Source: an optimization exercise on an open RTL-to-GDS flow (aim: small area, a short achievable clock period and few clock cycles). Production flows keep margins and buffers that such runs may drop.
Only simulation tests tie the RTL to the original design; equivalence was not proved.
Power and IR drop assume default switching activity.

`design/flow/config.mk`:
```
export PLATFORM = sky130hd
export DESIGN_NAME = CHIP
export DESIGN_NICKNAME = CHIP
export VERILOG_FILES = /design/flow/design.v
export SDC_FILE = /design/flow/constraint.sdc
export NUM_CORES = 4
export LEC_CHECK = 0
export CAP_MARGIN = 20
export CORE_MARGIN = 2
export CORE_UTILIZATION = 40
export PLACE_DENSITY = 0.6
export SETUP_SLACK_MARGIN = 5
export SLEW_MARGIN = 20
```
`design/flow/constraint.sdc`:
```
create_clock -name core_clock -period 10.0 [get_ports {clk}]
set_input_delay 2.0000 -clock core_clock [delete_from_list [all_inputs] [get_ports {clk}]]
set_output_delay 2.0000 -clock core_clock [all_outputs]
set_load 0.01 [all_outputs]
```
`design/flow/design.v`:
```
module CHIP (	clk,
				rst_n,
				mem_read_D,
				mem_write_D,
				mem_addr_D,
				mem_wdata_D,
				mem_rdata_D,
				mem_ready_D,
				mem_read_I,
				mem_write_I,
				mem_addr_I,
				mem_wdata_I,
				mem_rdata_I,
				mem_ready_I,
				DCACHE_addr,
				DCACHE_wdata,
				DCACHE_wen
			);
input			clk, rst_n;
output			mem_read_D;
output			mem_write_D;
output	[31:4]	mem_addr_D;
output	[127:0]	mem_wdata_D;
input	[127:0]	mem_rdata_D;
input			mem_ready_D;
output			mem_read_I;
output			mem_write_I;
output	[31:4]	mem_addr_I;
output	[127:0]	mem_wdata_I;
input	[127:0]	mem_rdata_I;
input			mem_ready_I;
output	[29:0]	DCACHE_addr;
output	[31:0]	DCACHE_wdata;
output			DCACHE_wen;
wire [29:0] if_pc;
wire        if_hit;
wire [31:0] if_word;
wire [8:0]  if_coff;
wire        if_ptk;
wire        d_ren;
wire [31:0] d_rdata;
wire        d_stall;
wire [5:0]  d_nset;
wire        ld_kill, ld_pend, ld_done, ld_busy;
wire [31:0] ld_ddata;
	RISCV_Pipeline i_RISCV(
		.clk        (clk),
		.rst_n      (rst_n),
		.if_pc      (if_pc),
		.if_hit     (if_hit),
		.if_word    (if_word),
		.if_coff    (if_coff),
		.if_ptk     (if_ptk),
		.d_ren      (d_ren),
		.d_wen      (DCACHE_wen),
		.d_addr     (DCACHE_addr),
		.d_nset     (d_nset),
		.d_wdata    (DCACHE_wdata),
		.d_rdata    (d_rdata),
		.d_stall    (d_stall),
		.ld_kill    (ld_kill),
		.ld_pend    (ld_pend),
		.ld_done    (ld_done),
		.ld_ddata   (ld_ddata),
		.ld_busy    (ld_busy)
	);
	cache D_cache(
		.clk        (clk),
		.rst_n      (rst_n),
		.proc_read  (d_ren),
		.proc_write (DCACHE_wen),
		.proc_addr  (DCACHE_addr),
		.proc_nset  (d_nset),
		.proc_wdata (DCACHE_wdata),
		.proc_rdata (d_rdata),
		.proc_stall (d_stall),
		.ld_kill    (ld_kill),
		.ld_pend    (ld_pend),
		.ld_done    (ld_done),
		.ld_ddata   (ld_ddata),
		.ld_busy    (ld_busy),
		.mem_read   (mem_read_D),
		.mem_write  (mem_write_D),
		.mem_addr   (mem_addr_D),
		.mem_wdata  (mem_wdata_D),
		.mem_rdata  (mem_rdata_D),
		.mem_ready  (mem_ready_D)
	);
	cache_read_only I_cache(
		.clk        (clk),
		.rst_n      (rst_n),
		.pc         (if_pc),
		.hit        (if_hit),
		.word       (if_word),
		.coff       (if_coff),
		.ptk        (if_ptk),
		.mem_read   (mem_read_I),
		.mem_addr   (mem_addr_I),
		.mem_rdata  (mem_rdata_I),
		.mem_ready  (mem_ready_I)
	);
	assign mem_write_I = 1'b0;
	assign mem_wdata_I = 128'd0;
endmodule
module RISCV_Pipeline(
    input              clk,
    input              rst_n,
    output     [29:0]  if_pc,
    input              if_hit,
    input      [31:0]  if_word,
    input      [8:0]   if_coff,
    input              if_ptk,
    output             d_ren,
    output             d_wen,
    output     [29:0]  d_addr,
    output     [5:0]   d_nset,      
    output     [31:0]  d_wdata,
    input      [31:0]  d_rdata,
    input              d_stall,
    input              ld_kill,     
    input              ld_pend,     
    input              ld_done,     
    input      [31:0]  ld_ddata,
    output             ld_busy      
);
    localparam OP_LUI = 5'b01101;
    wire freeze = d_stall;
    integer k;
    reg  [29:0] pc;
    assign if_pc = pc;
    wire [31:0] if_inst = if_word;       
    wire [8:0]  foff  = if_coff;
    wire [8:0]  fsum  = pc[8:0] + foff;
    wire        f_pred = if_ptk;
    wire [29:0] f_tgt = {pc[29:9], fsum[8:0]};
    reg         d_v;
    reg         d_fp;        
    reg  [31:0] d_inst;
    reg  [29:0] d_pc;
    reg         e_v;
    reg  [29:0] e_pc;
    reg  [31:0] e_a, e_b;
    reg  [12:0] e_imm;           
    reg  [4:0]  e_rd;
    reg         e_we, e_ld, e_st, e_br, e_jal, e_jalr, e_pt;
    reg  [2:0]  e_f3;
    reg         e_f7;        
    reg  [3:0]  e_fam, e_fbm;    
    reg  [3:0]  e_fym;           
    reg  [31:0] e_y;
    reg         e_sub;
    reg         e_selsum;        
    reg  [31:0] m_resx;          
    reg         m_we, m_ld, m_st;
    reg  [4:0]  m_rd;
    reg  [31:0] m_res;
    reg  [31:0] m_sd;
    reg         w_we;
    reg  [4:0]  w_rd;
    reg  [31:0] w_res;
    wire [4:0] op  = d_inst[6:2];
    wire [4:0] rs1 = d_inst[19:15];
    wire [4:0] rs2 = d_inst[24:20];
    wire [4:0] rd  = d_inst[11:7];
    wire is_r    = (op == 5'b01100);
    wire is_i    = (op == 5'b00100);
    wire is_ld   = (op == 5'b00000);
    wire is_st   = (op == 5'b01000);
    wire is_br   = (op == 5'b11000);
    wire is_jal  = (op == 5'b11011);
    wire is_jalr = (op == 5'b11001);
    wire we      = (is_r | is_i | is_ld | is_jal | is_jalr) && (rd != 5'd0);
    wire use1    = is_r | is_i | is_ld | is_st | is_br | is_jalr;
    wire use2    = is_r | is_st | is_br;
    reg [31:0] imm;
    always @(*) begin
        if (is_st)       imm = {{21{d_inst[31]}}, d_inst[30:25], d_inst[11:7]};
        else if (is_br)  imm = {{20{d_inst[31]}}, d_inst[7], d_inst[30:25], d_inst[11:8], 1'b0};
        else if (is_jal) imm = {{12{d_inst[31]}}, d_inst[19:12], d_inst[20], d_inst[30:21], 1'b0};
        else             imm = {{21{d_inst[31]}}, d_inst[30:20]};
    end
    wire [31:0] rf_a, rf_b;
    wire        rf_we = w_we || pw_v;
    wire [4:0]  rf_wa = w_we ? w_rd : pw_rd;
    wire [31:0] rf_wd = w_we ? w_res : pw_d;
    register_file rf(
        .clk(clk), .rst_n(rst_n),
        .we(rf_we), .wa(rf_wa), .wd(rf_wd),
        .ra(rs1), .rb(rs2), .da(rf_a), .db(rf_b)
    );
    wire [31:0] m_ldv = {d_rdata[7:0], d_rdata[15:8], d_rdata[23:16], d_rdata[31:24]};
    wire [31:0] w_nxt = m_ld ? m_ldv : m_res;
    reg         pw_v;        
    reg  [4:0]  pl_rd, pw_rd;
    reg  [31:0] pw_d;
    reg         pl_dead;
    wire [31:0] ld_word = {ld_ddata[7:0], ld_ddata[15:8], ld_ddata[23:16], ld_ddata[31:24]};
    wire        ldb1 = ld_done && !pl_dead && pl_rd == rs1 && rs1 != 5'd0;
    wire        ldb2 = ld_done && !pl_dead && pl_rd == rs2 && rs2 != 5'd0;
    wire        fm1  = m_we && !m_ld && m_rd == rs1;
    wire        fm2  = m_we && !m_ld && m_rd == rs2;
    wire [31:0] id_a = fm1 ? m_res : (w_we && w_rd == rs1) ? w_res :
                       (pw_v && pw_rd == rs1) ? pw_d : ldb1 ? ld_word : rf_a;
    wire [31:0] id_b = fm2 ? m_res : (w_we && w_rd == rs2) ? w_res :
                       (pw_v && pw_rd == rs2) ? pw_d : ldb2 ? ld_word : rf_b;
    wire sub_d = (is_r && d_inst[30] && d_inst[14:12] == 3'b000) ||
                 ((is_r || is_i) && d_inst[14:12] == 3'b010);
    assign ld_busy = pw_v;
    wire [4:0] sb_rd  = pl_rd;
    wire       sb_act = ld_pend && !ld_done && sb_rd != 5'd0;
    wire sb_stall = sb_act && ((use1 && rs1 == sb_rd) || (use2 && rs2 == sb_rd));
    wire ld_stall = d_v && ((e_v && e_ld && e_we &&
                    ((use1 && e_rd == rs1) || (use2 && e_rd == rs2))) ||
                    (m_ld && m_we && ((use1 && m_rd == rs1) || (use2 && m_rd == rs2))) ||
                    sb_stall);
    wire same     = (rs1 == rs2);
    wire pred_t   = is_jal || (is_br && (same ? !d_inst[12] : (d_inst[31] || d_inst[12])));
    wire [29:0] id_tgt = d_pc + imm[31:2];
    reg  [31:0] fa, fb;
    always @(*) begin
        for (k = 0; k < 4; k = k + 1) begin
            fa[8*k +: 8] = e_fam[k] ? m_res[8*k +: 8] : e_a[8*k +: 8];
            fb[8*k +: 8] = e_fbm[k] ? m_res[8*k +: 8] : e_b[8*k +: 8];
        end
    end
    wire [31:0] x  = fa;
    reg  [31:0] yy;
    always @(*) begin
        for (k = 0; k < 4; k = k + 1)
            yy[8*k +: 8] = e_fym[k] ? m_resx[8*k +: 8] : e_y[8*k +: 8];
    end
    wire [31:0] y  = yy;     
    reg  [31:0] pg, pp, sum;
    integer dd;
    always @(*) begin
        pg = x & yy;
        pp = x ^ yy;
        pg[0] = pg[0] | (pp[0] & e_sub);
        for (dd = 1; dd < 32; dd = dd * 2)
            for (k = 31; k >= dd; k = k - 1) begin
                pg[k] = pg[k] | (pp[k] & pg[k-dd]);
                pp[k] = pp[k] & pp[k-dd];
            end
        sum = (x ^ yy) ^ {pg[30:0], e_sub};
    end
    wire [7:0]  lsum = x[7:0] + e_imm[7:0];          
    assign d_nset = lsum[7:2];
    wire        lt   = (x[31] ^ yy[31] ^ e_sub) ? x[31] : sum[31];
    wire        shl  = (e_f3 == 3'b001);
    reg  [31:0] xr;
    always @(*) for (k = 0; k < 32; k = k + 1) xr[k] = x[31-k];
    wire [31:0] sin  = shl ? xr : x;
    wire        sfill = e_f7 & x[31] & !shl;
    wire [31:0] sr   = $signed({sfill, sin}) >>> y[4:0];
    reg  [31:0] srr;
    always @(*) for (k = 0; k < 32; k = k + 1) srr[k] = sr[31-k];
    wire [31:0] shv  = shl ? srr : sr;
    reg [31:0] alu;      
    always @(*) begin
        case (e_f3)
            3'b001: alu = shv;
            3'b010: alu = {31'd0, lt};
            3'b100: alu = x ^ y;
            3'b101: alu = shv;
            3'b110: alu = x | y;
            default: alu = x & y;
        endcase
    end
    wire [29:0] e_pc4   = e_pc + 30'd1;
    wire [31:0] e_oth   = (e_jal || e_jalr) ? {e_pc4, 2'b00} : alu;
    wire [31:0] e_res   = e_selsum ? sum : e_oth;
    wire        eq      = (fa == fb);
    wire        taken   = eq ^ e_f3[0];
    wire [29:0] e_btgt  = e_pc + {{19{e_imm[12]}}, e_imm[12:2]};
    wire        br_mis  = e_v && e_br && (taken != e_pt);
    wire        ex_redir = br_mis || (e_v && e_jalr);
    wire [29:0] ex_tgt  = e_jalr ? sum[31:2] : (taken ? e_btgt : e_pc4);
    assign d_ren   = m_ld;
    assign d_wen   = m_st;
    assign d_addr  = m_res[31:2];
    assign d_wdata = m_sd;
    wire id_adv   = !ld_stall;                       
    wire id_redir = d_v && pred_t && !d_fp && id_adv;    
    always @(posedge clk or negedge rst_n) begin
        if (!rst_n) begin
            pc  <= 30'd0;
            d_v <= 1'b0;
            e_v <= 1'b0;
            e_we <= 1'b0; e_ld <= 1'b0; e_st <= 1'b0; e_br <= 1'b0;
            e_jal <= 1'b0; e_jalr <= 1'b0;
            m_we <= 1'b0; m_ld <= 1'b0; m_st <= 1'b0;
        end else if (!freeze) begin
            if (ex_redir) begin
                pc  <= ex_tgt;
                d_v <= 1'b0;
            end else if (ld_stall) begin
            end else if (id_redir) begin
                pc  <= id_tgt;
                d_v <= 1'b0;
            end else begin
                d_v <= if_hit;
                if (if_hit) pc <= f_pred ? f_tgt : pc + 30'd1;
            end
            if (ex_redir || ld_stall || !d_v) begin
                e_v <= 1'b0;
                e_we <= 1'b0; e_ld <= 1'b0; e_st <= 1'b0; e_br <= 1'b0;
                e_jal <= 1'b0; e_jalr <= 1'b0;
            end else begin
                e_v <= 1'b1;
                e_we <= we; e_ld <= is_ld; e_st <= is_st; e_br <= is_br;
                e_jal <= is_jal; e_jalr <= is_jalr;
            end
            m_we <= e_we; m_ld <= e_ld; m_st <= e_st;
        end
    end
    always @(posedge clk or negedge rst_n) begin
        if (!rst_n) w_we <= 1'b0;
        else        w_we <= m_we && !ld_kill && !freeze;
    end
    always @(posedge clk) begin
        w_rd  <= m_rd;
        w_res <= w_nxt;
    end
    wire w_pl = w_we && w_rd == pl_rd;
    always @(posedge clk or negedge rst_n) begin
        if (!rst_n) begin
            pw_v    <= 1'b0;
            pl_dead <= 1'b0;
        end else begin
            if (ld_kill) pl_dead <= 1'b0;
            else if (ld_pend && w_pl) pl_dead <= 1'b1;
            if (ld_done) pw_v <= !(pl_dead || w_pl) && sb_rd != 5'd0;
            else if (!w_we || w_rd == pw_rd) pw_v <= 1'b0;
        end
    end
    always @(posedge clk) begin
        if (ld_kill && !freeze) pl_rd <= m_rd;
        if (ld_done) begin
            pw_rd <= sb_rd;
            pw_d  <= {ld_ddata[7:0], ld_ddata[15:8], ld_ddata[23:16], ld_ddata[31:24]};
        end
    end
    always @(posedge clk) begin
        if (!freeze) begin
            if (!ld_stall) begin
                d_inst <= if_inst;
                d_pc   <= pc;
                d_fp   <= f_pred;
            end
            e_pc  <= d_pc;
            e_a   <= id_a;
            e_b   <= id_b;
            e_imm <= imm[12:0];
            e_rd  <= rd;
            e_pt  <= pred_t;
            e_f3  <= d_inst[14:12];
            e_f7  <= d_inst[30];
            e_fam <= {4{e_we && e_rd == rs1}};
            e_fbm <= {4{e_we && e_rd == rs2}};
            e_fym <= {4{e_we && e_rd == rs2 && (is_r || is_br)}};
            e_y   <= (is_r || is_br ? id_b : imm) ^ {32{sub_d}};
            e_sub <= sub_d;
            e_selsum <= is_ld || is_st || ((is_r || is_i) && d_inst[14:12] == 3'b000);
            m_rd  <= e_rd;
            m_res <= e_res;
            m_resx <= e_res ^ {32{sub_d}};
            m_sd  <= {fb[7:0], fb[15:8], fb[23:16], fb[31:24]};
        end
    end
endmodule
module register_file(
    input         clk,
    input         rst_n,
    input         we,
    input  [4:0]  wa,
    input  [31:0] wd,
    input  [4:0]  ra,
    input  [4:0]  rb,
    output [31:0] da,
    output [31:0] db
);
    reg [31:0] r [1:31];
    reg [31:1] ok;
    wire [31:0] okx = {ok, 1'b0};
    assign da = okx[ra] ? r[ra] : 32'd0;
    assign db = okx[rb] ? r[rb] : 32'd0;
    always @(posedge clk or negedge rst_n) begin
        if (!rst_n) ok <= 31'd0;
        else if (we && wa != 5'd0) ok[wa] <= 1'b1;
    end
    always @(posedge clk) begin
        if (we && wa != 5'd0) r[wa] <= wd;
    end
endmodule
module cache #(
    parameter IW = 1             
)(
    input              clk,
    input              rst_n,
    input              proc_read,
    input              proc_write,
    input      [29:0]  proc_addr,
    input      [5:0]   proc_nset,    
    input      [31:0]  proc_wdata,
    output     [31:0]  proc_rdata,
    output             proc_stall,
    output             ld_kill,
    output             ld_pend,
    output             ld_done,
    output     [31:0]  ld_ddata,
    input              ld_busy,
    output             mem_read,
    output             mem_write,
    output     [27:0]  mem_addr,
    output     [127:0] mem_wdata,
    input      [127:0] mem_rdata,
    input              mem_ready
);
    localparam S  = 1 << IW;
    localparam W  = 4;               
    localparam N  = W * S;           
    localparam LT = 6;               
    localparam TW = LT;
    localparam RB = 28 - IW - LT;    
    integer i, j, w;
    reg [31:0]   data  [0:4*N-1];    
    reg [TW-1:0] tag   [0:N-1];
    reg [N-1:0]  valid, dirty;
    reg [3:0]    wv    [0:N-1];
    reg [2:0]    plru  [0:S-1];      
    function [1:0] plru_victim;
        input [2:0] b;
        plru_victim = b[0] ? {1'b1, b[2]} : {1'b0, b[1]};
    endfunction
    function [2:0] plru_touch;
        input [2:0] b;
        input [1:0] wy;
        begin
            plru_touch = b;
            plru_touch[0] = !wy[1];
            if (wy[1]) plru_touch[2] = !wy[0];
            else       plru_touch[1] = !wy[0];
        end
    endfunction
    wire [27:0]   line = proc_addr[29:2];
    wire [1:0]    wsel = proc_addr[1:0];
    wire [IW-1:0] set  = line[IW-1:0];
    wire [IW-1:0] nset = proc_nset[IW+1:2];
    wire          acc  = proc_read || proc_write;
    reg  [RB-1:0] dreg;              
    wire          inreg = line[27:IW+LT] == dreg;
    wire [TW-1:0] ltag  = line[IW+LT-1:IW];
    reg  [TW-1:0] mt  [0:W-1];
    reg  [W-1:0]  mv;
    reg  [3:0]    mwv [0:W-1];
    reg  [W-1:0]  h, wvs;
    always @(*) begin
        for (w = 0; w < W; w = w + 1) begin
            h[w]   = mv[w] && (mt[w] == ltag) && inreg;
            wvs[w] = mwv[w][wsel];
        end
    end
    wire          tmatch = |h;
    wire [1:0]    hw   = {h[3] | h[2], h[3] | h[1]};
    wire [IW+1:0] hl   = {hw, set};                  
    reg  [1:0]    m_vw;                              
    reg           m_vd;                              
    wire [IW+1:0] vl   = {m_vw, set};                
    wire [IW+1:0] al   = tmatch ? hl : vl;           
    reg          rd_act, wr_act;
    reg          pf_v, pf_iss;       
    reg  [IW+LT-1:0] pf_addr;      
    reg  [IW+1:0] pf_l;
    reg          pq_v;               
    reg  [IW+LT-1:0] pq_addr;
    reg  [IW+1:0] pq_l;
    reg  [127:0] wbuf  [0:1];
    reg  [27:0]  waddr [0:1];
    reg  [1:0]   wb_v;
    reg          wb_h;               
    reg          vc_v;               
    reg  [IW+1:0] vc_l;
    reg          vc_s;               
    wire         wb_full = &wb_v;
    wire         wb_any  = |wb_v;
    wire         wb_t    = wb_any ? !wb_h : wb_h;     
    wire         wbuf_v  = wb_any;
    reg           sp_v;
    reg  [IW+1:0] sp_l;
    reg  [1:0]    sp_w;
    reg  [31:0]   sp_d;
    wire          fwd_fill = rd_act && mem_ready && pf_l == hl;
    reg  [3:0]    r_ws;
    reg  [S-1:0]  r_so;
    reg  [31:0]   rdm;
    reg  [31:0]   rdw [0:W-1];
    integer       s2;
    always @(*) begin
        rdm = 32'd0;
        for (j = 0; j < 4; j = j + 1)
            if (r_ws[j]) rdm = rdm | mem_rdata[32*j +: 32];
        for (w = 0; w < W; w = w + 1) begin
            rdw[w] = 32'd0;
            for (s2 = 0; s2 < S; s2 = s2 + 1)
                for (j = 0; j < 4; j = j + 1)
                    if (r_so[s2] && r_ws[j]) rdw[w] = rdw[w] | data[4*(S*w+s2)+j];
        end
    end
    reg  [31:0]   rdata;
    always @(*) begin
        rdata = 32'd0;
        for (w = 0; w < W; w = w + 1)
            if (h[w])
                rdata = rdata |
                    (!wvs[w] ? rdm :
                     (sp_v && sp_l == {w[1:0], set} && sp_w == wsel) ? sp_d :
                     rdw[w]);
    end
    assign proc_rdata = rdata;
    wire sp_hold    = sp_v && rd_act && mem_ready && (sp_l != pf_l);
    wire vict_dirty = m_vd;
    wire alloc_ok   = !pq_v && !(vict_dirty && wb_full) && !(sp_v && sp_l == vl) &&
                      !(pf_v && pf_l == vl);
    wire alloc      = acc && !tmatch && inreg && alloc_ok && !(proc_write && sp_hold);
    wire          oreg  = acc && !inreg;
    wire          quiet = !pf_v && !pq_v && !dl_v && !sp_v && !vc_v;
    wire [N-1:0]  dl_lines = valid & dirty;
    wire          any_d = |dl_lines;
    reg  [IW+1:0] ev_l;
    always @(*) begin
        ev_l = {(IW+2){1'b0}};
        for (i = N - 1; i >= 0; i = i - 1)
            if (dl_lines[i]) ev_l = i;
    end
    wire          rmove = oreg && quiet && !any_d;
    wire          evict = oreg && quiet && any_d && !wb_full;
    reg          dl_v;
    reg  [1:0]   dl_w;
    reg  [IW+1:0] dl_l;
    wire         defer = proc_read && !dl_v && !ld_busy &&
                         (tmatch ? (!(|(h & wvs)) && !fwd_fill) : alloc);
    assign ld_kill  = defer;
    assign ld_pend  = dl_v;
    assign ld_done  = dl_v && rd_act && mem_ready && pf_l == dl_l;
    assign ld_ddata = mem_rdata[32*dl_w +: 32];
    wire          dl_ok = !dl_v && !ld_busy;
    wire          st_h = proc_read && !fwd_fill && !dl_ok;
    wire          st_m = proc_read ? !(alloc_ok && dl_ok) : (proc_write && !alloc_ok);
    assign proc_stall = (proc_write && sp_hold) ||
                        (|(h & ~wvs) && st_h) || (!tmatch && (inreg ? st_m : acc));
    wire st_do      = proc_write && (tmatch || alloc) && !sp_hold;
    wire rdone   = rd_act && mem_ready;
    wire wdone   = wr_act && mem_ready;
    wire free    = !(rd_act || wr_act) || mem_ready;
    wire a_free  = !pf_v || rdone;
    wire [27:0] rd_line = {dreg, (pf_v && !pf_iss) ? pf_addr : pq_v ? pq_addr : line[IW+LT-1:0]};
    wire rd_want = (pf_v && !pf_iss) || (a_free && (pq_v || alloc));
    wire rd_ok   = !((wb_v[0] && !(wdone && !wb_h) && waddr[0] == rd_line) ||
                     (wb_v[1] && !(wdone &&  wb_h) && waddr[1] == rd_line));
    wire go_rd   = free && rd_want && rd_ok;
    wire wb_next = wdone ? wb_v[!wb_h] : wb_v[wb_h];   
    wire go_wr   = free && !go_rd && wb_next;
    assign mem_read  = rd_act;
    assign mem_write = wr_act;
    reg  [27:0] maddr;
    assign mem_addr  = maddr;
    assign mem_wdata = wbuf[wb_h];
    reg [N-1:0] valid_n;
    always @(*) begin
        valid_n = valid;
        if (rmove) valid_n = {N{1'b0}};
        if (evict) valid_n[ev_l] = 1'b0;
        if (alloc) valid_n[vl] = 1'b1;
    end
    reg [2:0]   plru_n [0:S-1];
    reg [N-1:0] vd_n;
    always @(*) begin
        for (i = 0; i < S; i = i + 1)
            plru_n[i] = (acc && (tmatch || alloc) && set == i) ? plru_touch(plru[i], al[IW+1:IW]) : plru[i];
        for (i = 0; i < N; i = i + 1) begin
            if (rmove || (evict && ev_l == i)) vd_n[i] = 1'b0;
            else if (alloc && vl == i)     vd_n[i] = proc_write;
            else if (st_do && hl == i)     vd_n[i] = 1'b1;
            else                           vd_n[i] = valid[i] && dirty[i];
        end
    end
    wire [1:0] vwS = plru_victim(plru[set]);
    wire [1:0] vwN = plru_victim(plru[nset]);
    wire vdS = vd_n[{vwS, set}];
    wire vdN = vd_n[{vwN, nset}];
    always @(posedge clk or negedge rst_n) begin
        if (!rst_n) begin
            rd_act <= 1'b0;
            wr_act <= 1'b0;
            wb_v   <= 2'b00;
            wb_h   <= 1'b0;
            pf_v   <= 1'b0;
            pf_iss <= 1'b0;
            pq_v   <= 1'b0;
            sp_v   <= 1'b0;
            vc_v   <= 1'b0;
            valid  <= {N{1'b0}};
            dirty  <= {N{1'b0}};
            for (i = 0; i < S; i = i + 1) plru[i] <= 3'd0;
            mv     <= {W{1'b0}};
            m_vw   <= 2'd0;
            m_vd   <= 1'b0;
            dl_v   <= 1'b0;
            ta_v   <= 1'b0;
        end else begin
            ta_v   <= alloc;
            if (defer) dl_v <= 1'b1;
            else if (ld_done) dl_v <= 1'b0;
            m_vw <= proc_stall ? vwS : vwN;
            m_vd <= proc_stall ? vdS : vdN;
            for (w = 0; w < W; w = w + 1)
                mv[w] <= proc_stall ? valid_n[{w[1:0], set}] : valid_n[{w[1:0], nset}];
            valid <= valid_n;
            if (evict) begin
                dirty[ev_l] <= 1'b0;
                wb_v[wb_t]  <= 1'b1;
            end
            if (free) begin
                rd_act <= go_rd;
                wr_act <= go_wr;
            end
            if (wdone) begin
                wb_v[wb_h] <= 1'b0;
                wb_h       <= !wb_h;
            end
            if (a_free) begin
                pf_v   <= pq_v || alloc;
                pf_iss <= go_rd;
                pq_v   <= pq_v && alloc;
            end else begin
                if (go_rd) pf_iss <= 1'b1;
                if (alloc) pq_v <= 1'b1;
            end
            sp_v <= st_do || sp_hold;
            vc_v <= (alloc && vict_dirty) || evict;
            for (i = 0; i < S; i = i + 1) plru[i] <= plru_n[i];
            if (alloc) begin
                dirty[vl] <= proc_write;
                if (vict_dirty) wb_v[wb_t] <= 1'b1;
            end else if (st_do) begin
                dirty[hl] <= 1'b1;
            end
        end
    end
    reg [31:0] wbus [0:3];
    always @(*) begin
        for (j = 0; j < 4; j = j + 1)
            wbus[j] = (sp_v && !sp_hold && sp_w == j) ? sp_d : mem_rdata[32*j +: 32];
    end
    reg [3:0] wv_n [0:N-1];
    always @(*) begin
        for (i = 0; i < N; i = i + 1)
            for (j = 0; j < 4; j = j + 1) begin
                if (st_do && al == i && wsel == j)
                    wv_n[i][j] = 1'b1;
                else if (alloc && vl == i)
                    wv_n[i][j] = 1'b0;
                else if (rdone && pf_l == i)
                    wv_n[i][j] = 1'b1;
                else
                    wv_n[i][j] = wv[i][j];
            end
    end
    reg           ta_v;
    reg  [IW+1:0] ta_l;
    reg  [TW-1:0] ta_t;
    reg  [TW-1:0] mt_n [0:W-1];
    reg  [3:0]    mwv_n [0:W-1];
    reg  [IW+1:0] ls, ln;
    always @(*) begin
        for (w = 0; w < W; w = w + 1) begin
            ls = {w[1:0], set};
            ln = {w[1:0], nset};
            if (proc_stall)
                mt_n[w] = (alloc && vl == ls) ? ltag : (ta_v && ta_l == ls) ? ta_t : tag[ls];
            else
                mt_n[w] = (alloc && vl == ln) ? ltag : (ta_v && ta_l == ln) ? ta_t : tag[ln];
            mwv_n[w] = proc_stall ? wv_n[ls] : wv_n[ln];
        end
    end
    always @(posedge clk) begin
        if (!proc_stall) begin
            r_ws <= 4'b0001 << proc_nset[1:0];
            r_so <= {{(S-1){1'b0}}, 1'b1} << nset;
        end
        for (w = 0; w < W; w = w + 1) begin
            mt[w]  <= mt_n[w];
            mwv[w] <= mwv_n[w];
        end
        ta_l <= vl;
        ta_t <= ltag;
        if (rmove) dreg <= line[27:IW+LT];
        if (ta_v) tag[ta_l] <= ta_t;
        if (defer) begin
            dl_w <= wsel;
            dl_l <= al;
        end
        if (go_rd) maddr <= rd_line;
        else if (go_wr) maddr <= wdone ? waddr[!wb_h] : waddr[wb_h];
        if (a_free) begin
            if (pq_v) begin
                pf_addr <= pq_addr;
                pf_l    <= pq_l;
            end else begin
                pf_addr <= line[IW+LT-1:0];
                pf_l    <= vl;
            end
        end
        if (alloc) begin
            pq_addr  <= line[IW+LT-1:0];
            pq_l     <= vl;
        end
        if (alloc && vict_dirty) begin
            waddr[wb_t] <= {dreg, tag[vl], set};
            vc_l     <= vl;
            vc_s     <= wb_t;
        end else if (evict) begin
            waddr[wb_t] <= {dreg, tag[ev_l], ev_l[IW-1:0]};
            vc_l     <= ev_l;
            vc_s     <= wb_t;
        end
        if (vc_v)
            wbuf[vc_s] <= {data[{vc_l, 2'd3}], data[{vc_l, 2'd2}], data[{vc_l, 2'd1}], data[{vc_l, 2'd0}]};
        if (st_do && !sp_hold) begin
            sp_l <= al;
            sp_w <= wsel;
            sp_d <= proc_wdata;
        end
        for (i = 0; i < N; i = i + 1) begin
            for (j = 0; j < 4; j = j + 1) begin
                wv[i][j] <= wv_n[i][j];
                if ((sp_v && !sp_hold && sp_l == i && sp_w == j) ||
                    (rdone && pf_l == i && !wv[i][j]))
                    data[4*i+j] <= wbus[j];
            end
        end
    end
endmodule
module cache_read_only #(
    parameter IW = 3,            
    parameter PD = 3,            
    parameter LT = 4             
)(
    input              clk,
    input              rst_n,
    input      [29:0]  pc,
    output             hit,
    output     [31:0]  word,
    output     [8:0]   coff,        
    output             ptk,         
    output             mem_read,
    output     [27:0]  mem_addr,
    input      [127:0] mem_rdata,
    input              mem_ready
);
    localparam N  = 1 << IW;
    localparam RB = 28 - IW - LT;
    reg [111:0]  data  [0:N-1];
    reg [LT-1:0] tag   [0:N-1];
    reg [RB-1:0] region;
    reg [N-1:0]  valid;
    reg [3:0]    pt    [0:N-1];   
    wire [27:0]   line = pc[29:2];
    wire [IW-1:0] idx  = line[IW-1:0];
    reg          act;
    reg  [27:0]  maddr;
    wire         done = act && mem_ready;
    wire chit = valid[idx] && (tag[idx] == line[IW+LT-1:IW]) && (region == line[27:IW+LT]);
    wire byp  = done && maddr == line;
    assign hit  = chit || byp;
    wire [111:0] ld = data[idx];
    wire [27:0] cw = ld[pc[1:0]*28 +: 28];
    wire [31:0] cword = decomp(cw);
    assign coff  = {cw[26:21], cw[7:5]};
    wire [31:0] bw = mem_rdata[pc[1:0]*32 +: 32];
    assign word  = byp ? {bw[7:0], bw[15:8], bw[23:16], bw[31:24]} : cword;
    function [27:0] comp;
        input [31:0] w;      
        reg   [31:0] ins;
        reg   [2:0]  c;
        begin
            ins = {w[7:0], w[15:8], w[23:16], w[31:24]};
            case (ins[6:2])
                5'b01100: c = 3'd1;      
                5'b00100: c = 3'd2;      
                5'b00000: c = 3'd3;      
                5'b01000: c = 3'd4;      
                5'b11000: c = 3'd5;      
                5'b11011: c = 3'd6;      
                5'b11001: c = 3'd7;      
                default:  c = 3'd0;      
            endcase
            if (c == 3'd6)
                comp = {ins[31:25], ins[11:9], ins[21:12], ins[24:22], ins[8:7], c};
            else
                comp = {ins[31:7], c};
        end
    endfunction
    function [31:0] decomp;
        input [27:0] c;
        reg   [4:0]  op;
        begin
            case (c[2:0])
                3'd1: op = 5'b01100;
                3'd2: op = 5'b00100;
                3'd3: op = 5'b00000;
                3'd4: op = 5'b01000;
                3'd5: op = 5'b11000;
                3'd6: op = 5'b11011;
                3'd7: op = 5'b11001;
                default: op = 5'b11111;
            endcase
            if (c[2:0] == 3'd6)
                decomp = {c[27:21], c[7:5], c[17:8], c[20:18], c[4:3], op, 2'b11};
            else
                decomp = {c[27:3], op, 2'b11};
        end
    endfunction
    wire [3:0] ptl = pt[idx];
    assign ptk  = chit && ptl[pc[1:0]];
    function pred;
        input [31:0] w;      
        input [6:0]  la;     
        input [1:0]  k;      
        reg   [31:0] ins;
        reg   [8:0]  off;
        reg          fits;
        reg   [9:0]  s;
        begin
            ins  = {w[7:0], w[15:8], w[23:16], w[31:24]};
            if (ins[3]) begin
                off  = ins[30:22];
                fits = &{ins[31], ins[19:12], ins[20], ins[30]} ||
                       !(|{ins[31], ins[19:12], ins[20], ins[30]});
            end else begin
                off  = {ins[30:25], ins[11:9]};
                fits = &{ins[31], ins[7], ins[30]} || !(|{ins[31], ins[7], ins[30]});
            end
            s    = {1'b0, la, k} + {1'b0, off};
            pred = ((ins[6:2] == 5'b11011) ||
                    ((ins[6:2] == 5'b11000) &&
                     ((ins[19:15] == ins[24:20]) ? !ins[12] : (ins[31] || ins[12])))) &&
                   fits && (s[9] == ins[31]);
        end
    endfunction
    wire         free = !act || mem_ready;
    reg  [27:0] pline;
    reg         phit;
    always @(posedge clk) begin
        pline <= line;
        phit  <= hit;
    end
    wire          pout = pline[27:IW+LT] != region;
    wire [IW+LT:0] l1 = {1'b0, pline[IW+LT-1:0]} + 1'd1;
    wire [IW+LT:0] l2 = {1'b0, pline[IW+LT-1:0]} + 2'd2;
    wire [IW+LT:0] l3 = {1'b0, pline[IW+LT-1:0]} + 2'd3;
    wire [IW-1:0] i1 = l1[IW-1:0];
    wire [IW-1:0] i2 = l2[IW-1:0];
    wire [IW-1:0] i3 = l3[IW-1:0];
    wire [IW+LT-1:0] mlow = maddr[IW+LT-1:0];
    wire p0 = phit || (done && maddr == pline);
    wire p1 = pout || l1[IW+LT] || (valid[i1] && tag[i1] == l1[IW+LT-1:IW]) || (done && mlow == l1[IW+LT-1:0]);
    wire p2 = (PD < 2) || pout || l2[IW+LT] || (valid[i2] && tag[i2] == l2[IW+LT-1:IW]) || (done && mlow == l2[IW+LT-1:0]);
    wire p3 = (PD < 3) || pout || l3[IW+LT] || (valid[i3] && tag[i3] == l3[IW+LT-1:IW]) || (done && mlow == l3[IW+LT-1:0]);
    wire         want = !p0 || !p1 || !p2 || !p3;
    wire [IW+LT-1:0] nlow = !p1 ? l1[IW+LT-1:0] : !p2 ? l2[IW+LT-1:0] : l3[IW+LT-1:0];
    wire [27:0]  nxt  = !p0 ? pline : {region, nlow};
    assign mem_read = act;
    assign mem_addr = maddr;
    always @(posedge clk or negedge rst_n) begin
        if (!rst_n) begin
            act   <= 1'b0;
            valid <= {N{1'b0}};
        end else begin
            if (free) act <= want;
            if (done) begin
                if (maddr[27:IW+LT] == region) begin
                    valid[maddr[IW-1:0]] <= 1'b1;
                end else begin
                    valid <= {N{1'b0}};
                    valid[maddr[IW-1:0]] <= 1'b1;
                end
            end
        end
    end
    always @(posedge clk) begin
        if (free && want)
            maddr <= nxt;
        if (done) begin
            data[maddr[IW-1:0]] <= {comp(mem_rdata[127:96]), comp(mem_rdata[95:64]),
                                    comp(mem_rdata[63:32]), comp(mem_rdata[31:0])};
            tag[maddr[IW-1:0]]  <= maddr[IW+LT-1:IW];
            pt[maddr[IW-1:0]]   <= {pred(mem_rdata[127:96], maddr[6:0], 2'd3),
                                    pred(mem_rdata[95:64],  maddr[6:0], 2'd2),
                                    pred(mem_rdata[63:32],  maddr[6:0], 2'd1),
                                    pred(mem_rdata[31:0],   maddr[6:0], 2'd0)};
            region <= maddr[27:IW+LT];
        end
    end
endmodule
```
`design/flow/run.sh`:
```
#!/bin/bash
# synth_recipe.tcl (not shown) runs the flow's synth.tcl, then flattens the netlist and writes it again
# the make line also repeats each setting of config.mk as NAME=value (left out here)
make -C /OpenROAD-flow-scripts/flow DESIGN_CONFIG=/design/flow/config.mk WORK_HOME=/design/flow/orfs CLKGATE_MAP_FILE= SYNTH_SCRIPT=/design/flow/synth_recipe.tcl finish
```
==> run notes <==
==> cells by family after synthesis <==
| kind of cell | count (synthesis) | synth area share, % |
|---|---|---|
| AOI/OAI and AO/OA | 2865 | 9.77 |
| xor gates and xnor gates | 645 | 2.81 |
| adders and majority gates | 206 | 1.29 |
| buffers and inverters | 1361 | 2.91 |
| DFF | 4144 | 60.5 |
| muxes | 2137 | 17.7 |
| other | 1 | 0.00186 |
| and+or+nand+nor | 2246 | 5.00 |
==> power breakdown <==
part,total [mW],internal [mW],switching (mW)
Combinational,3.97,1.65,2.32
Sequential,19.4,19.1,0.253
Clock,16.3,9.22,7.12
==> sequential cells by signal, summed over array words and instances (netlist names), 48 cells and up, named ones only <==
name	cells
D_cache.tag	48
I_cache.data	896
D_cache.data	1024
i_RISCV.rf.r	992
D_cache.wbuf	256
D_cache.waddr	56
==> per-layer routing <==
layer / part of all wire, % / wire length, um
met5: 0.046 / 333
met1: 37 / 268000
met2: 45 / 331000
met3: 11 / 77000
met4: 7.1 / 51600
==> stage by stage <==
| step | instances | instance area [um2] | util, % | setup slack (ns) |
|---|---|---|---|---|
| 2_1_floorplan | 13733 | 203000 | - | 4.15 |
| 3_3_place_gp | 20141 | 215000 | 42.8 | 3.59 |
| 3_5_place_dp | 20142 | 215000 | 42.8 | 3.58 |
| 4_1_cts | 20973 | 230000 | 45.7 | 4.99 |
| 5_1_grt | 21016 | 230000 | 45.8 | 5.00 |
| 6_report | 21053 | 230000 | 45.8 | 5.02 |
==> critical path, stage by stage, from the launching register on <==
cell	delay, ns
sky130_fd_sc_hd__edfxtp_1	0.35
sky130_fd_sc_hd__buf_6	0.37
sky130_fd_sc_hd__or3b_2	0.72
sky130_fd_sc_hd__buf_4	0.33
sky130_fd_sc_hd__mux4_2	0.51
sky130_fd_sc_hd__mux2i_1	0.29
sky130_fd_sc_hd__mux2_2	0.30
sky130_fd_sc_hd__mux2i_1	0.09
sky130_fd_sc_hd__o311ai_0	1.01
sky130_fd_sc_hd__a31oi_1	0.19
sky130_fd_sc_hd__a21oi_1	0.39
sky130_fd_sc_hd__xor2_1	0.13
==> layout make-up <==
type	instances	area (um2)	share of cell area [%]
flip-flops and latches	4144	122000	53.1
well taps	6681	8360	3.63
clock buffers	567	11600	5.06
repair buffers	877	8340	3.63
diodes	66	165	0.0718
multi-input cells	8230	75800	32.9
clock inverters	243	2590	1.13
inverters	245	961	0.418
==> synthesized netlist by cell type, types with 294 or more instances <==
library cell / count / share of area [%]
sky130_fd_sc_hd__nand2_1: 717 / 1.3
sky130_fd_sc_hd__a22oi_1: 294 / 1.1
sky130_fd_sc_hd__o21ai_0: 389 / 0.96
sky130_fd_sc_hd__a21oi_1: 564 / 1.4
sky130_fd_sc_hd__clkbuf_1: 696 / 1.3
sky130_fd_sc_hd__nor2_1: 806 / 1.5
sky130_fd_sc_hd__edfxtp_1: 3861 / 57
sky130_fd_sc_hd__mux4_2: 1093 / 12
sky130_fd_sc_hd__a221oi_1: 294 / 1.3
sky130_fd_sc_hd__mux2_2: 493 / 2.7
sky130_fd_sc_hd__mux2i_1: 543 / 2.7
sky130_fd_sc_hd__xnor2_1: 366 / 1.6
==> worst max path at each step <==
stage | slack [ns] | from | cells past startpoint | to
after floorplan | 4.15 | mem_ready_I | 4 | I_cache.data[5][0]$_DFFE_PP_
after global placement | 3.59 | mem_ready_D | 13 | D_cache.maddr[13]$_DFFE_PP_
after detailed placement | 3.58 | mem_ready_D | 13 | D_cache.maddr[13]$_DFFE_PP_
after CTS | 4.99 | i_RISCV.d_inst[6]$_DFFE_PP_ | 16 | i_RISCV.pc[28]$_DFFE_PN0P_
after global routing | 5.00 | i_RISCV.e_fam[0]$_DFFE_PP_ | 11 | i_RISCV.pc[22]$_DFFE_PN0P_
final | 5.02 | i_RISCV.e_f3[0]$_DFFE_PP_ | 11 | i_RISCV.m_resx[12]$_DFFE_PP_
==> cell usage in the layout (no fill, tap or decap), drive strengths merged, types with 41 or more instances in the layout <==
cell	synthesis	layout
ha	201	201
clkdlybuf4s50	0	499
edfxtp	3861	3861
nand4	93	93
a221oi	294	294
clkbuf	696	568
and3	85	85
o211ai	146	146
mux2	493	493
o21a	105	105
nand3	143	143
o21ai	391	391
conb	1	129
diode	0	66
nor2	808	808
a211oi	104	104
nand2b	43	43
xor2	277	277
nor3	99	99
xnor2	367	367
nor4	70	70
a22oi	294	294
mux2i	551	551
inv	238	258
dfrtp	125	125
o221ai	44	44
mux4	1093	1093
a31oi	212	212
and2	41	41
a21o	123	123
a21oi	565	565
nor2b	43	43
dfxtp	158	158
buf	420	374
clkinv	7	176
a22o	231	231
nand2	717	717
o22ai	116	116
==> repair_timing <==
action	4_1_cts	5_1_grt
endpoints found under the setup margin	688	570
resized for setup	59	39
setup buffers	16	12
pin swaps	7	1
cloned	5	0
==> Flow_metrics.wiki <==
{| class="wikitable"
! Metric !! Value
|-
| Outcome || complete, no violations
|-
| Final setup vio count || 0
|-
| Gate count after technology mapping || between 10,000 and 15,000
|-
| Number of cells traversed by the worst register-to-register path || 11
|-
| Pin count of the biggest net entering global routing || around 160
|-
| Later-pin clock latency in the skew report || 1.06 ns
|-
| Worst slew margin relative to its limit || 5.18%
|-
| Filler cell count || ~44,000
|-
| Number of buffers inserted by port buffering || 501
|-
| Post-route total power || between 30 and 40 mW
|-
| Core area || around 500,000 um2
|-
| Buffer depth of the longest clock path || 4
|-
| Overall die area || 511,000 um2
|-
| Slew at the pin with the worst max-slew slack || about 1.4 ns
|-
| # nets final || 14,400
|-
| Max Clock Freq || 0.201 GHz
|-
| Worst reg2reg path endpoint || i_RISCV.m_resx[12]$_DFFE_PP_
|-
| Post-Route WL || 727,000 um
|-
| DR iter-0 viols || 17,714
|-
| Setup total negative slack || 0 ns
|-
| Total leakage power || between 70 and 80 nW
|-
| Worst flop-to-flop path startpoint || i_RISCV.e_f3[0]$_DFFE_PP_
|-
| Root buffer cell || sky130_fd_sc_hd__clkbuf_16
|-
| Most congested layer reported by global routing || met2
|-
| Estimated wirelength of the detail-placed design || 462,000 um
|-
| Startpoint of the tightest hold check path || i_RISCV.d_pc[10]$_DFFE_PP_
|-
| Total track usage || 27.6%
|-
| Pwr per Cell Area || 172 nW/um2
|-
| Site Rows || 260
|-
| Number of different library cells in the post-synthesis netlist || between 100 and 150
|-
| Grt ovf || 0
|-
| Worst Skew || 0.148 ns
|-
| Syn Std Cell Area || between 200,000 and 250,000 um2
|-
| Number of maximum-capacitance constraint violations || 0
|-
| Area Growth Syn to Fin || 13.9%
|-
| Startpoint Class || register
|-
| Post-Syn Area per Cell || 14.8 um2
|-
| Final weighted congestion of routability-driven global placement || 0.994
|-
| Maximum fanout along the worst path || 41
|-
| Most used flip-flop cell after synthesis || sky130_fd_sc_hd__edfxtp_1
|-
| Starting density of the core || 40.2%
|-
| Number of design rule violations left after detail routing || 0
|-
| Critical path class || register to register
|-
| Avg WL per Cell || around 35 um
|-
| Fraction of synthesis flops using an asynchronous set or reset pin || 3.02%
|-
| Hold-critical path depth || 0
|-
| H-tree levels || 5
|-
| Hold bufs inserted after CTS || 0
|-
| Ratio of routed vias to standard cells || 6.35
|-
| Global-route wire length before repair || 1,010,000 um
|-
| Number of top-level design ports || roughly 640
|-
| Met2 capacity usage during global routing || 42.7%
|-
| Post-route fraction of the period consumed by the critical path || 49.8%
|-
| Sequential cell area fraction in the yosys report || 60.5%
|-
| Total clock sinks || approximately 4,100
|-
| Time the final worst path needs with I/O delays and setup || ~5.0 ns
|-
| Flop2flop setup slack || 5.02 ns
|-
| HP Class || register to register
|-
| Proportion of layout cells with a drive suffix above 1 || approximately a fifth
|-
| Post-synthesis sequential element count || 4,144
|-
| Sink of the worst hold path || i_RISCV.e_pc[10]$_DFFE_PP_
|-
| Die width || 715 um
|-
| Global-route met1 utilization || 35.0%
|-
| Hold slack final || 0.452 ns
|-
| Die height || 715 um
|-
| Number of buffers inserted during clock tree synthesis || between 400 and 500
|-
| Post-synth EDFFs || 3,861
|-
| Via Count || ~130k
|-
| Residual antenna-violating net count after detailed routing || 0
|-
| Via count of the first global-routing pass || 128,623
|-
| Antenna violations before repair || around 90
|-
| Peak VDD IR || 0.175 mV
|-
| Setup repair after global routing missed its margin || false
|-
| Required time reported for the critical path endpoint || 10.68 ns
|-
| Final Max Slew Viols || 0
|-
| Worst setup EP type || register
|-
| TritonCTS clock tree || yes
|-
| Met3 demand-to-capacity share in global routing || 7.25%
|-
| Worst Path Arrival || 5.66 ns
|-
| Yosys warning total || 15
|-
| Count of final hold-check violations || 0
|-
| Clock input transition at the sequential cells of the worst setup and hold paths || 0.06 ns
|-
| Number of iterations in the first detailed-routing pass || 8
|}
Testbench counts, summed over its fixed seeds: cycles 12,235.

port drivers added, routing unchanged:
In the flow no input, the clock included, has a driving cell. The finished layout below was timed again as built, in two steps. Step 1 sets driving cells, clkbuf_16 on the clock port and buf_2 on the other inputs (assumed; they add their load-dependent delay and slew). Step 2, shift: input delay + t, output delay - t, t = (earliest + latest rising clock arrival at the registers) / 2. This alone moves slack from input paths to output paths. Slacks: ideal ports / drivers / drivers and shift; pairs: ideal ports / drivers.
shift t [ns]: 1.110
setup slack, ns: 5.021 / 4.954 / 4.029
slew at the worst register clock pin (ns): 0.07 / 0.07
worst slew at a driven data input, ns: 0.32
After both steps setup and hold are still met in this run. The setup slack of this run moves by -0.067 ns with the drivers and by -0.992 ns with both steps.
